Background: an optimization exercise with open tools, aiming at small area, a short achievable clock period and few clock cycles. Do not read the settings as production practice. Function was not checked in any run shown here: the RTL went through the layout flow alone. Power and IR drop assume default switching activity.

$ cat design/flow/design.v
module mul16cs (input [15:0] m, input [3:0] one, input [3:0] two, input [3:0] neg, output [15:0] rs, output [15:0] rc);
  wire p1;
  wire p2;
  wire p3;
  wire p4;
  wire p5;
  wire p6;
  wire p7;
  wire p8;
  wire p9;
  wire p10;
  wire p11;
  wire p12;
  wire p13;
  wire p14;
  wire p15;
  wire p16;
  wire p17;
  wire p18;
  wire p19;
  wire p20;
  wire p21;
  wire p22;
  wire p23;
  wire p24;
  wire p25;
  wire p26;
  wire p27;
  wire p28;
  wire p29;
  wire p30;
  wire p31;
  wire p32;
  wire p33;
  wire p34;
  wire p35;
  wire p36;
  wire p37;
  wire p38;
  wire p39;
  wire p40;
  wire p41;
  wire p42;
  wire p43;
  wire p44;
  wire p45;
  wire p46;
  wire p47;
  wire p48;
  wire p49;
  wire p50;
  wire p51;
  wire p52;
  wire s53;
  wire c54;
  wire s55;
  wire c56;
  wire s57;
  wire c58;
  wire s59;
  wire c60;
  wire s61;
  wire c62;
  wire s63;
  wire c64;
  wire s65;
  wire c66;
  wire s67;
  wire c68;
  wire s69;
  wire c70;
  wire s71;
  wire s72;
  wire c73;
  wire s74;
  wire c75;
  wire s76;
  wire c77;
  wire s78;
  wire c79;
  wire s80;
  wire c81;
  wire s82;
  wire c83;
  wire s84;
  wire c85;
  wire s86;
  wire c87;
  wire s88;
  wire c89;
  wire s90;
  wire c91;
  wire s92;
  wire c93;
  wire s94;
  wire s95;
  wire c96;
  wire s97;
  wire c98;
  wire s99;
  wire c100;
  wire s101;
  wire c102;
  wire s103;
  wire c104;
  wire s105;
  wire c106;
  wire s107;
  wire c108;
  wire s109;
  wire c110;
  wire s111;
  wire c112;
  wire s113;
  wire c114;
  wire s115;
  wire c116;
  wire s117;
  wire c118;
  wire s119;
  wire c120;
  wire s121;
  wire one0 = one[0];
  wire two0 = two[0];
  wire neg0 = neg[0];
  assign p1 = (one0 & m[0]) ^ neg0;
  assign p2 = ((one0 & m[1]) | (two0 & m[0])) ^ neg0;
  assign p3 = ((one0 & m[2]) | (two0 & m[1])) ^ neg0;
  assign p4 = ((one0 & m[3]) | (two0 & m[2])) ^ neg0;
  assign p5 = ((one0 & m[4]) | (two0 & m[3])) ^ neg0;
  assign p6 = ((one0 & m[5]) | (two0 & m[4])) ^ neg0;
  assign p7 = ((one0 & m[6]) | (two0 & m[5])) ^ neg0;
  assign p8 = ((one0 & m[7]) | (two0 & m[6])) ^ neg0;
  assign p9 = ((one0 & m[8]) | (two0 & m[7])) ^ neg0;
  assign p10 = ((one0 & m[9]) | (two0 & m[8])) ^ neg0;
  assign p11 = ((one0 & m[10]) | (two0 & m[9])) ^ neg0;
  assign p12 = ((one0 & m[11]) | (two0 & m[10])) ^ neg0;
  assign p13 = ((one0 & m[12]) | (two0 & m[11])) ^ neg0;
  assign p14 = ((one0 & m[13]) | (two0 & m[12])) ^ neg0;
  assign p15 = ((one0 & m[14]) | (two0 & m[13])) ^ neg0;
  assign p16 = ((one0 & m[15]) | (two0 & m[14])) ^ neg0;
  wire one1 = one[1];
  wire two1 = two[1];
  wire neg1 = neg[1];
  assign p17 = (one1 & m[0]) ^ neg1;
  assign p18 = ((one1 & m[1]) | (two1 & m[0])) ^ neg1;
  assign p19 = ((one1 & m[2]) | (two1 & m[1])) ^ neg1;
  assign p20 = ((one1 & m[3]) | (two1 & m[2])) ^ neg1;
  assign p21 = ((one1 & m[4]) | (two1 & m[3])) ^ neg1;
  assign p22 = ((one1 & m[5]) | (two1 & m[4])) ^ neg1;
  assign p23 = ((one1 & m[6]) | (two1 & m[5])) ^ neg1;
  assign p24 = ((one1 & m[7]) | (two1 & m[6])) ^ neg1;
  assign p25 = ((one1 & m[8]) | (two1 & m[7])) ^ neg1;
  assign p26 = ((one1 & m[9]) | (two1 & m[8])) ^ neg1;
  assign p27 = ((one1 & m[10]) | (two1 & m[9])) ^ neg1;
  assign p28 = ((one1 & m[11]) | (two1 & m[10])) ^ neg1;
  assign p29 = ((one1 & m[12]) | (two1 & m[11])) ^ neg1;
  assign p30 = ((one1 & m[13]) | (two1 & m[12])) ^ neg1;
  wire one2 = one[2];
  wire two2 = two[2];
  wire neg2 = neg[2];
  assign p31 = (one2 & m[0]) ^ neg2;
  assign p32 = ((one2 & m[1]) | (two2 & m[0])) ^ neg2;
  assign p33 = ((one2 & m[2]) | (two2 & m[1])) ^ neg2;
  assign p34 = ((one2 & m[3]) | (two2 & m[2])) ^ neg2;
  assign p35 = ((one2 & m[4]) | (two2 & m[3])) ^ neg2;
  assign p36 = ((one2 & m[5]) | (two2 & m[4])) ^ neg2;
  assign p37 = ((one2 & m[6]) | (two2 & m[5])) ^ neg2;
  assign p38 = ((one2 & m[7]) | (two2 & m[6])) ^ neg2;
  assign p39 = ((one2 & m[8]) | (two2 & m[7])) ^ neg2;
  assign p40 = ((one2 & m[9]) | (two2 & m[8])) ^ neg2;
  assign p41 = ((one2 & m[10]) | (two2 & m[9])) ^ neg2;
  assign p42 = ((one2 & m[11]) | (two2 & m[10])) ^ neg2;
  wire one3 = one[3];
  wire two3 = two[3];
  wire neg3 = neg[3];
  assign p43 = (one3 & m[0]) ^ neg3;
  assign p44 = ((one3 & m[1]) | (two3 & m[0])) ^ neg3;
  assign p45 = ((one3 & m[2]) | (two3 & m[1])) ^ neg3;
  assign p46 = ((one3 & m[3]) | (two3 & m[2])) ^ neg3;
  assign p47 = ((one3 & m[4]) | (two3 & m[3])) ^ neg3;
  assign p48 = ((one3 & m[5]) | (two3 & m[4])) ^ neg3;
  assign p49 = ((one3 & m[6]) | (two3 & m[5])) ^ neg3;
  assign p50 = ((one3 & m[7]) | (two3 & m[6])) ^ neg3;
  assign p51 = ((one3 & m[8]) | (two3 & m[7])) ^ neg3;
  assign p52 = ((one3 & m[9]) | (two3 & m[8])) ^ neg3;
  assign s53 = p7 ^ p21;
  assign c54 = p7 & p21;
  assign s55 = p8 ^ p22;
  assign c56 = p8 & p22;
  assign s57 = p9 ^ p23;
  assign c58 = p9 & p23;
  assign s59 = p10 ^ p24;
  assign c60 = p10 & p24;
  assign s61 = p11 ^ p25;
  assign c62 = p11 & p25;
  assign s63 = p12 ^ p26;
  assign c64 = p12 & p26;
  assign s65 = p13 ^ p27;
  assign c66 = p13 & p27;
  assign s67 = p14 ^ p28;
  assign c68 = p14 & p28;
  assign s69 = p15 ^ p29;
  assign c70 = p15 & p29;
  assign s71 = p16 ^ p30;
  assign s72 = p5 ^ p19;
  assign c73 = p5 & p19;
  assign s74 = p6 ^ p20;
  assign c75 = p6 & p20;
  assign s76 = s53 ^ p33 ^ p43;
  assign c77 = (s53 & p33) | (s53 & p43) | (p33 & p43);
  assign s78 = c54 ^ s55 ^ p34;
  assign c79 = (c54 & s55) | (c54 & p34) | (s55 & p34);
  assign s80 = c56 ^ s57 ^ p35;
  assign c81 = (c56 & s57) | (c56 & p35) | (s57 & p35);
  assign s82 = c58 ^ s59 ^ p36;
  assign c83 = (c58 & s59) | (c58 & p36) | (s59 & p36);
  assign s84 = c60 ^ s61 ^ p37;
  assign c85 = (c60 & s61) | (c60 & p37) | (s61 & p37);
  assign s86 = c62 ^ s63 ^ p38;
  assign c87 = (c62 & s63) | (c62 & p38) | (s63 & p38);
  assign s88 = c64 ^ s65 ^ p39;
  assign c89 = (c64 & s65) | (c64 & p39) | (s65 & p39);
  assign s90 = c66 ^ s67 ^ p40;
  assign c91 = (c66 & s67) | (c66 & p40) | (s67 & p40);
  assign s92 = c68 ^ s69 ^ p41;
  assign c93 = (c68 & s69) | (c68 & p41) | (s69 & p41);
  assign s94 = c70 ^ s71 ^ p42;
  assign s95 = p3 ^ p17;
  assign c96 = p3 & p17;
  assign s97 = p4 ^ p18;
  assign c98 = p4 & p18;
  assign s99 = s72 ^ p31 ^ neg2;
  assign c100 = (s72 & p31) | (s72 & neg2) | (p31 & neg2);
  assign s101 = c73 ^ s74 ^ p32;
  assign c102 = (c73 & s74) | (c73 & p32) | (s74 & p32);
  assign s103 = c75 ^ s76 ^ neg3;
  assign c104 = (c75 & s76) | (c75 & neg3) | (s76 & neg3);
  assign s105 = c77 ^ s78 ^ p44;
  assign c106 = (c77 & s78) | (c77 & p44) | (s78 & p44);
  assign s107 = c79 ^ s80 ^ p45;
  assign c108 = (c79 & s80) | (c79 & p45) | (s80 & p45);
  assign s109 = c81 ^ s82 ^ p46;
  assign c110 = (c81 & s82) | (c81 & p46) | (s82 & p46);
  assign s111 = c83 ^ s84 ^ p47;
  assign c112 = (c83 & s84) | (c83 & p47) | (s84 & p47);
  assign s113 = c85 ^ s86 ^ p48;
  assign c114 = (c85 & s86) | (c85 & p48) | (s86 & p48);
  assign s115 = c87 ^ s88 ^ p49;
  assign c116 = (c87 & s88) | (c87 & p49) | (s88 & p49);
  assign s117 = c89 ^ s90 ^ p50;
  assign c118 = (c89 & s90) | (c89 & p50) | (s90 & p50);
  assign s119 = c91 ^ s92 ^ p51;
  assign c120 = (c91 & s92) | (c91 & p51) | (s92 & p51);
  assign s121 = c93 ^ s94 ^ p52;
  assign rs = {c120, c118, c116, c114, c112, c110, c108, c106, c104, c102, c100, c98, c96, s95, p2, p1};
  assign rc = {s121, s119, s117, s115, s113, s111, s109, s107, s105, s103, s101, s99, s97, neg1, 1'b0, neg0};
endmodule
module top_module2 (input [3:0] start_adress, input [7:0] data_in, input clock, input Start, input reset,
  output logic [15:0] out_put_det3, output logic Done, output logic [3:0] adress);
  logic [10:1] ph;             
  logic add_q0, add_q2;        
  logic m_a, m_q;              
  logic [3:0] base;            
  logic [7:0] ra;              
  logic [3:0] b_one, b_two, b_neg;   
  logic [15:0] cs_s, cs_c;     
  logic [15:0] q1, q0;
  wire go = Done & Start;
  logic [3:0] off;
  always @(*) begin
    off = 4'd0;
    if (ph[1]) off = 4'd4;
    if (ph[2]) off = 4'd2;
    if (ph[3]) off = 4'd3;
    if (ph[4]) off = 4'd1;
    if (ph[5]) off = 4'd5;
    if (ph[6]) off = 4'd8;
    if (ph[7]) off = 4'd6;
    if (ph[8]) off = 4'd7;
  end
  assign adress = Done ? start_adress : base + off;
  always @(posedge clock or posedge reset) begin
    if (reset) begin
      Done   <= 1'b1;
      ph     <= '0;
      add_q0 <= 1'b0;
      add_q2 <= 1'b1;
      m_a    <= 1'b0;
      m_q    <= 1'b0;
    end else begin
      Done   <= Done ? ~Start : ph[10];
      ph     <= {ph[9:1], go};
      add_q0 <= ph[4] | ph[5] | ph[6];
      add_q2 <= ph[8] | ph[9] | ph[10] | (Done & ~Start);
      m_a    <= ph[5];
      m_q    <= ph[6] | ph[7] | ph[8];
    end
  end
  wire sub_next = ph[1] | ph[3] | ph[5];
  wire run_next = go | (~Done & ~ph[9] & ~ph[10]);
  wire [8:0] de = {data_in, 1'b0};
  logic [3:0] e_one, e_two, e_neg;
  always @(*) begin
    for (int j = 0; j < 4; j++) begin
      e_one[j] = run_next & (de[2*j+1] ^ de[2*j]);
      e_two[j] = run_next & ((de[2*j+2] & ~de[2*j+1] & ~de[2*j]) | (~de[2*j+2] & de[2*j+1] & de[2*j]));
      e_neg[j] = run_next & (de[2*j+2] ^ sub_next);
    end
  end
  wire [15:0] m = m_q ? q1 : m_a ? {{8{ra[7]}}, ra} : {{8{data_in[7]}}, data_in};
  wire [15:0] ps, pc;
  mul16cs mul (.m(m), .one(b_one), .two(b_two), .neg(b_neg), .rs(ps), .rc(pc));
  wire [15:0] add = ({16{add_q0}} & q0) | ({16{add_q2}} & out_put_det3);
  wire [15:0] t_s = add ^ cs_s ^ cs_c;
  wire [15:0] t_c = (add & cs_s) | (add & cs_c) | (cs_s & cs_c);
  wire [15:0] r = t_s + {t_c[14:0], 1'b0};
  always @(posedge clock) begin
    if (go) base <= start_adress;
    if (go) ra <= data_in;
    b_one <= e_one;
    b_two <= e_two;
    b_neg <= e_neg;
    cs_s <= ps;
    cs_c <= pc;
    out_put_det3 <= r;
    q1 <= out_put_det3;
    q0 <= q1;
  end
endmodule
$ cat design/flow/flow/run.sh
#!/bin/bash
# The standard layout, with plain buffers (buf_2) on the ports instead of the
# default port buffer cell. Every port still gets its buffer.
set -euo pipefail
export BUFFER_PORTS_ARGS="-buffer_cell sky130_fd_sc_hd__buf_2"
bash standard.sh > standard.log 2>&1
$ cat design/flow/standard.sh
#!/bin/bash
# synth_recipe.tcl (not shown) runs the flow's synth.tcl, then flattens the netlist and writes it again
# the make line also repeats each setting of config.mk as NAME=value (left out here)
make -C /OpenROAD-flow-scripts/flow DESIGN_CONFIG=/design/flow/config.mk WORK_HOME=/design/flow/orfs CLKGATE_MAP_FILE= SYNTH_SCRIPT=/design/flow/synth_recipe.tcl "${@:-finish}"
$ cat design/flow/config.mk
export PLATFORM = sky130hd
export DESIGN_NAME = top_module2
export DESIGN_NICKNAME = top_module2
export VERILOG_FILES = /design/flow/design.v
export SDC_FILE = /design/flow/constraint.sdc
export NUM_CORES = 4
export LEC_CHECK = 0
export CAP_MARGIN = 20
export CORE_MARGIN = 2
export CORE_UTILIZATION = 40
export SETUP_SLACK_MARGIN = 3.8
export SLEW_MARGIN = 20
$ cat design/flow/constraint.sdc
create_clock -name core_clock -period 7.0 [get_ports {clock}]
set_input_delay 1.4000 -clock core_clock [delete_from_list [all_inputs] [get_ports {clock}]]
set_output_delay 1.4000 -clock core_clock [all_outputs]
set_load 0.01 [all_outputs]
==> results of run 1 <==
## area by class of cell
cell class,count,share of cell area
clock buffers,17,0.05566
clock inverters,15,0.02538
inverters,68,0.03340
multi-input cells,369,0.4663
flip-flops and latches,117,0.3332
well taps,188,0.03078
repair buffers,62,0.05534
## sequential cells by signal (all words and copies together) (netlist names)
name	cells
cs_c	15
base	4
Done	1
b_neg	4
q0	16
m_q	1
out_put_det3	16
ph	10
ra	8
b_two	4
add_q2	1
q1	16
b_one	4
cs_s	16
add_q0	1
## path summary, 6_finish.rpt
check	from	end	slack [ns]	cells past startpoint
setup / recovery	ph[4]	adress[3]	3.16	8
min in group asynchronous	reset	ph[10]	0.99	2
hold / removal	q1[7]	q0[7]	0.36	0
setup reg to reg	ph[6]	cs_c[15]	3.67	14
hold reg to reg	q1[7]	q0[7]	0.36	0
max in group asynchronous	reset	ph[6]	5.63	2
## synthesized netlist by cell type, drive strengths merged (3+ instances only)
| cell | instances |
|---|---|
| clkbuf | 18 |
| dfxtp | 91 |
| ha | 31 |
| o21a | 5 |
| nand2 | 24 |
| mux2 | 4 |
| buf | 9 |
| a21oi | 20 |
| xnor2 | 67 |
| dfrtp | 12 |
| fa | 35 |
| nor2b | 3 |
| o21ai | 16 |
| a22oi | 56 |
| nor3 | 7 |
| edfxtp | 12 |
| xor2 | 11 |
| nand2b | 4 |
| a22o | 8 |
| nor2 | 31 |
| inv | 68 |
| mux2i | 11 |
| a21o | 7 |
## kinds of logic (layout without fill, tap and decap cells)
family          count (synthesis)  after routing  synth area share
buf+inv                        95            162           0.06179
flops                         117            117            0.4078
fa+ha+maj                      66             66            0.1751
mux                            15             15           0.03100
simple gates                   82             82           0.05938
compound gates                127            127            0.1514
xor+xnor                       79             79            0.1135
## per-stage QoR
stage	utilization	power, mW
2_1_floorplan	-	2.484
3_3_place_gp	0.4325	2.850
3_5_place_dp	0.4325	2.899
4_1_cts	0.4905	3.864
5_1_grt	0.5027	4.216
6_report	0.5027	3.886
## critical path, delay by kind of cell, from the launching register on
family | cells | cell delay (ns)
AO/OA/AOI/OAI | 3 | 0.47
XOR/XNOR | 1 | 0.08
adder cells (fa/ha/maj) | 1 | 0.25
buffers and inverters | 1 | 0.13
flip-flops | 1 | 0.41
multiplexers | 1 | 0.25
AND/OR/NAND/NOR | 1 | 0.42
## placed cells by master (no fill, tap or decap), drive strengths merged, types with 2 or more instances in the layout
cell,Yosys,final
a21o,7,7
a21oi,20,20
a22o,8,8
a22oi,56,56
a32oi,2,2
and3,2,2
buf,9,61
bufinv,0,3
clkbuf,18,18
clkinv,0,3
clkinvlp,0,3
dfrtp,12,12
dfstp,2,2
dfxtp,91,91
edfxtp,12,12
fa,35,35
ha,31,31
inv,68,74
mux2,4,4
mux2i,11,11
nand2,24,24
nand2b,4,4
nand3,2,2
nand4,2,2
nor2,31,31
nor2b,3,3
nor3,7,7
o211ai,2,2
o21a,5,5
o21ai,16,16
o311ai,2,2
o41ai,2,2
or3,2,2
xnor2,67,67
xor2,11,11
## layer usage
metal,wire [µm],global-route usage
met5,0,0
met4,201,0.06522
met3,465,0.04116
met2,6287,0.2655
met1,5941,0.2124
## repair_timing
item                                    in CTS  in global routing
pin swaps                                   24                 24
buffers inserted                            16                 10
gates resized for setup                     33                 20
endpoints found under the setup margin      27                 27
## power breakdown
group	leakage (nW)	total [mW]	switching, mW	internal [mW]
Sequential	1.06	1.15	0.189	0.964
Combinational	1.91	1.82	0.966	0.858
Clock	0.293	0.908	0.340	0.568
==> out/metrics.cfg, run 1 <==
[worst_setup_path]
cp_max_fo = 4
worstPathArrival_ns = 2.44
worstSetupEndpointType = output pin
worstSetupPathType = flip-flop to output pin
worstPathCellList = or3_4, o21ai_4, ha_1, a21o_1, a21oi_2, xnor2_1, mux2_4, buf_2
timing.critical_path.slowest_stage_cell = or3_4
startpoint_type = flip-flop
required_ns = 5.60
max_stage_delay_ns = 0.42

[final_layout]
fin_cells = 836
layout.nets = 716
synthToLayoutAreaGrowth_pct = 22.95
fillers = 1341
drive_above_1_share = 0.2500
regArea_mm2 = 0.002546
diodes = 0
stdcell_area_mm2 = 0.007642
multiInputGateArea_mm2 = 0.003563

[logic_synthesis]
ys_seq_area_frac = 0.4078
synth_nets = 662
ys_types = 55
yosys_warnings = 1
async_flop_share = 0.1197
synth_cells = 581
synthTopCellsByArea = dfxtp_1 29%, fa_1 11%, xnor2_1 9.4%
synth_edf_count = 12
synth_area_mm2 = 0.006216
ys_ff_latch = 117
synth_top_area_frac = 0.2931
ys.flop_type = dfxtp_1
synth_top_area_cell = dfxtp_1
syn_avg_cell_area_um2 = 10.70

[place]
hpwlAfterDp_um = 9060
dp_slack_ns = 3.001
placed_cells = 778
port-buffer-count = 35
gp_congestion = 0.8390
place_area_mm2 = 0.006575

[detailed_routing]
via_per_inst = 5.033
firstDrtPassIters = 5
vias = 4208
ant_nets = 0
drtIter0Drc = 306
wl_per_cell_um = 15.42
drc = 0
drt-total-wl_um = 12900

[timing]
slew_violations = 0
hold_viol_final = 0
fmax_mhz = 260.4
whs_ns = 0.3595
tightest_slew_ns = 1.036
tns_ns = 0
setup_viol = 0
fin_crit_ns = 3.841
rsz0062_at_grt = yes
slew_headroom = 0.3086
setup_slack_ns = 3.159
period_share = 0.5487
skew_ns = 0.01030

[clock_tree]
clk_latency_ns = 0.42
hold_buffers = 0
clock-sinks = 117
clk_pin_slew_worst_paths_ns = 0.06
cts-buffers-inserted = 17
cts_root_buf = clkbuf_16
cts_buffer_depth = 2
htreeDepth = 4
tritoncts = yes

[grt]
antenna_found_initial = 0
grt_pass1_vias = 4286
grt_first_pass_wirelength_um = 21060
grt_max_degree = 31
grtUsageTotal = 0.1642
overflow = 0

[die]
die_area_mm2 = 0.01655
start_util = 0.4089
dieWidth_um = 128.7
die_y_um = 128.7
coreArea_mm2 = 0.01520
ios = 36
row_count = 45

[job]
maxCapViolations = 0

[min_path]
min_path_type = flip-flop to flip-flop

[power]
p_leak_nw = 3.259
vdd_drop_max_mv = 0.1771
p_per_area_mw_per_mm2 = 508.4

[outcome]
status = timing/DRC/antenna clean

==> run 2: changes to the inputs <==
--- a/design/flow/config.mk
+++ b/design/flow/config.mk
@@ -8,5 +8,5 @@
 export CAP_MARGIN = 20
 export CORE_MARGIN = 2
 export CORE_UTILIZATION = 40
-export SETUP_SLACK_MARGIN = 3.8
+export SETUP_SLACK_MARGIN = 3.6
 export SLEW_MARGIN = 20
==> out/metrics.cfg, run 2 <==
[logic_synthesis]
syn_avg_cell_area_um2 = 10.70  ; unchanged
synth_edf_count = 12  ; unchanged
synth_area_mm2 = 0.006216  ; unchanged
synth_cells = 581  ; unchanged
synthAdderAreaFrac = 0.1751  ; unchanged
synthTopCellsByArea = dfxtp_1 29%, fa_1 11%, xnor2_1 9.4%
synth.most_common_cell = dfxtp_1
ys_types = 55  ; unchanged
synth_top_family_by_area = adder cells
synth-simple-area-share = 0.05938  ; unchanged
ys_ff_latch = 117  ; unchanged
synth_top_area_frac = 0.2931  ; unchanged
synthMuxAreaShare = 0.03100  ; unchanged
synth-compound-area-share = 0.1514  ; unchanged
synth_xor_xnor_area_share = 0.1135  ; unchanged
ys_seq_area_frac = 0.4078  ; unchanged
yosys_warnings = 1  ; unchanged
synthTopCellsByCount = 91 x dfxtp_1, 68 x inv_1, 67 x xnor2_1
synth_top_area_cell = dfxtp_1
async_flop_share = 0.1197  ; unchanged
ys.flop_type = dfxtp_1
synth_nets = 662  ; unchanged

[detailed_routing]
drc = 0  ; unchanged
firstDrtPassIters = 5  ; unchanged
via_per_inst = 5.095  ; +1.2%
wl_per_cell_um = 15.44  ; about the same
drtIter0Drc = 244  ; -20%
vias = 4219  ; +0.26%
drt-total-wl_um = 12780  ; -0.88%
ant_nets = 0  ; unchanged

[timing]
hold_viol_final = 0  ; unchanged
slew_violations = 0  ; unchanged
slew_headroom = 0.3126  ; +0.004045
rsz0062_at_grt = yes
tns_ns = 0  ; unchanged
skew_ns = 0.009613  ; -0.0006823 ns
tightest_slew_ns = 1.030  ; -0.006059 ns
setup_slack_ns = 3.151  ; -0.008730 ns
fmax_mhz = 259.8  ; -0.23%
fin_crit_ns = 3.849  ; +0.008730 ns
period_share = 0.5499  ; +0.001247
setup_viol = 0  ; unchanged

[die]
coreArea_mm2 = 0.01520  ; unchanged
dieWidth_um = 128.7  ; unchanged
die_y_um = 128.7  ; unchanged
die_area_mm2 = 0.01655  ; unchanged
ios = 36  ; unchanged
row_count = 45  ; unchanged
start_util = 0.4089  ; unchanged

[final_layout]
regArea_mm2 = 0.002545  ; about the same
final_common_cell = dfxtp_1
diodes = 0  ; unchanged
multiInputGateArea_mm2 = 0.003501  ; -1.8%
fillers = 1381  ; +3.0%
synthToLayoutAreaGrowth_pct = 20.27
drive_above_1_share = 0.2266  ; -0.02344
fin_cells = 828  ; -0.96%
layout.nets = 708  ; -1.1%
layout_common_cells = 91 x dfxtp_1, 68 x inv_1, 66 x xnor2_1, 48 x a22oi_1, 33 x buf_2
stdcell_area_mm2 = 0.007476  ; -2.2%

[power]
p_leak_nw = 3.213  ; -1.4%
p_per_area_mw_per_mm2 = 510.2  ; +0.35%
power_mw = 3.814  ; -1.8%
vdd_drop_max_mv = 0.1654  ; -6.6%

[worst_setup_path]
rr_startpoint = add_q2
startpoint_type = flip-flop
worstPathArrival_ns = 2.45  ; about the same
required_ns = 5.60  ; about the same
cp-endpoint = adress[3]
worst-r2r-setup-slack_ns = 3.85  ; +0.18 ns
cp_max_fo = 2  ; -2
worstSetupEndpointType = output pin
worstSetupPathType = flip-flop to output pin
reg2reg_depth = 9  ; -5
startpoint = ph[6]
r2r_end = out_put_det3[11]

[clock_tree]
tritoncts = yes
cts_buffer_depth = 2  ; unchanged
htreeDepth = 4  ; unchanged
cts_root_buf = clkbuf_16
clock-sinks = 117  ; unchanged
hold_buffers = 0  ; unchanged
cts-buffers-inserted = 17  ; unchanged
clk_latency_ns = 0.41  ; about the same
clk_pin_slew_worst_paths_ns = 0.06  ; about the same

[place]
placed_cells = 778  ; unchanged
dp_slack_ns = 2.977  ; -0.02318 ns
gp_congestion = 0.8477  ; +1.0%
place_area_mm2 = 0.006575  ; unchanged
port-buffer-count = 35  ; unchanged
hpwlAfterDp_um = 9241  ; +2.0%

[min_path]
min_path_type = flip-flop to flip-flop

[grt]
grt_pass1_vias = 4373  ; +2.0%
grtUsageTotal = 0.1674  ; +0.003188
grt_first_pass_wirelength_um = 21500  ; +2.1%
overflow = 0  ; unchanged
antenna_found_initial = 0  ; unchanged
grt_max_degree = 31  ; unchanged

[job]
maxCapViolations = 0  ; unchanged

[outcome]
status = timing/DRC/antenna clean

## run 2: cell count changes in the layout (fill, tap and decap cells not counted), sizes merged
cell / change
clkinvlp: -1
clkinv: +4
buf: -8
inv: -3
## run 2: worst min path at each step
stage | startpoint | end | slack [ns] | depth (start not counted)
after floorplan | b_neg[0] | cs_c[0] | 0.33 | 0
after global placement | q1[9] | q0[9] | 0.34 | 0
after CTS | q1[8] | q0[8] | 0.36 | 0
after global routing | q1[8] | q0[8] | 0.36 | 0
final | q1[9] | q0[9] | 0.35 | 0
after detailed placement | q1[8] | q0[8] | 0.35 | 0
## run 2: worst max-delay path: stages, from the launching register on
cell     delay, ns
dfrtp_4       0.48
or3_4         0.39
o21ai_4       0.14
ha_1          0.25
a21o_1        0.17
a21oi_2       0.15
xnor2_1       0.08
mux2_4        0.25
buf_2         0.14
## run 2: cell type report
cell class,count,share of cell area
timing repair buffer,54,0.04469
multi-input combinational,369,0.4683
tap,188,0.03146
inverter,68,0.03414
clock buffer,17,0.05690
sequential,117,0.3404
clock inverter,15,0.02410
## run 2: kinds of logic (layout without fill, tap and decap cells)
group | count (synthesis) | count (layout)
flip-flops | 117 | 117
AND/OR/NAND/NOR | 82 | 82
buffers and inverters | 95 | 154
AO/OA/AOI/OAI | 127 | 127
multiplexers | 15 | 15
XOR/XNOR | 79 | 79
adder cells (fa/ha/maj) | 66 | 66
## run 2: what timing repair did
item	in CTS	in global routing
setup endpoints to repair	19	18
setup buffers	9	9
pin swaps	18	18
cloned	0	0
resized for setup	13	23
## run 2: report_power, final
group	internal (mW)	switching (mW)
Clock	0.561	0.309
Sequential	0.965	0.193
Combinational	0.821	0.966
Total	2.35	1.47
## run 2: through the flow
stage	hold slack [ns]	utilization
finish	0.3516	0.4918
global route	0.3632	0.4918
CTS	0.3568	0.4810
detailed placement	0.3481	0.4325
global placement	0.3429	0.4325
floorplan	0.3258	-
## run 2: routing by layer
metal,track usage,part of all wire
met5,0,0
met1,0.2129,0.46
met3,0.04366,0.035
met4,0.06202,0.015
met2,0.2758,0.49

-- re-timing with driven ports --
How much do the figures lean on ideal ports? The routed layouts below were timed once more, with nothing changed but the port constraints.
Step 1 sets driving cells, clkbuf_16 on the clock port and buf_2 on the other inputs (assumed; they add their load-dependent delay and slew).
Step 2 moves the port delays by t, midway between the first and last clock arrival at a register: inputs arrive t later, outputs are due t later. That takes back most of the time a late clock gives input paths.
Three values: no drivers, after step 1, after step 2; two values: the first two.
run	shift t [ns]	slack for setup (ns)	latest minus earliest clock arrival (ns)	worst register clock-pin slew, ns
run 1	0.459	3.159 / 3.117 / 3.150	0.011 / 0.011	0.06 / 0.06
run 2	0.445	3.151 / 3.111 / 3.168	0.010 / 0.010	0.06 / 0.06
After both steps every run listed still meets setup and hold. For run 1, which loses most, drivers alone change the setup slack by -0.042 ns; drivers and shift together by -0.009 ns.
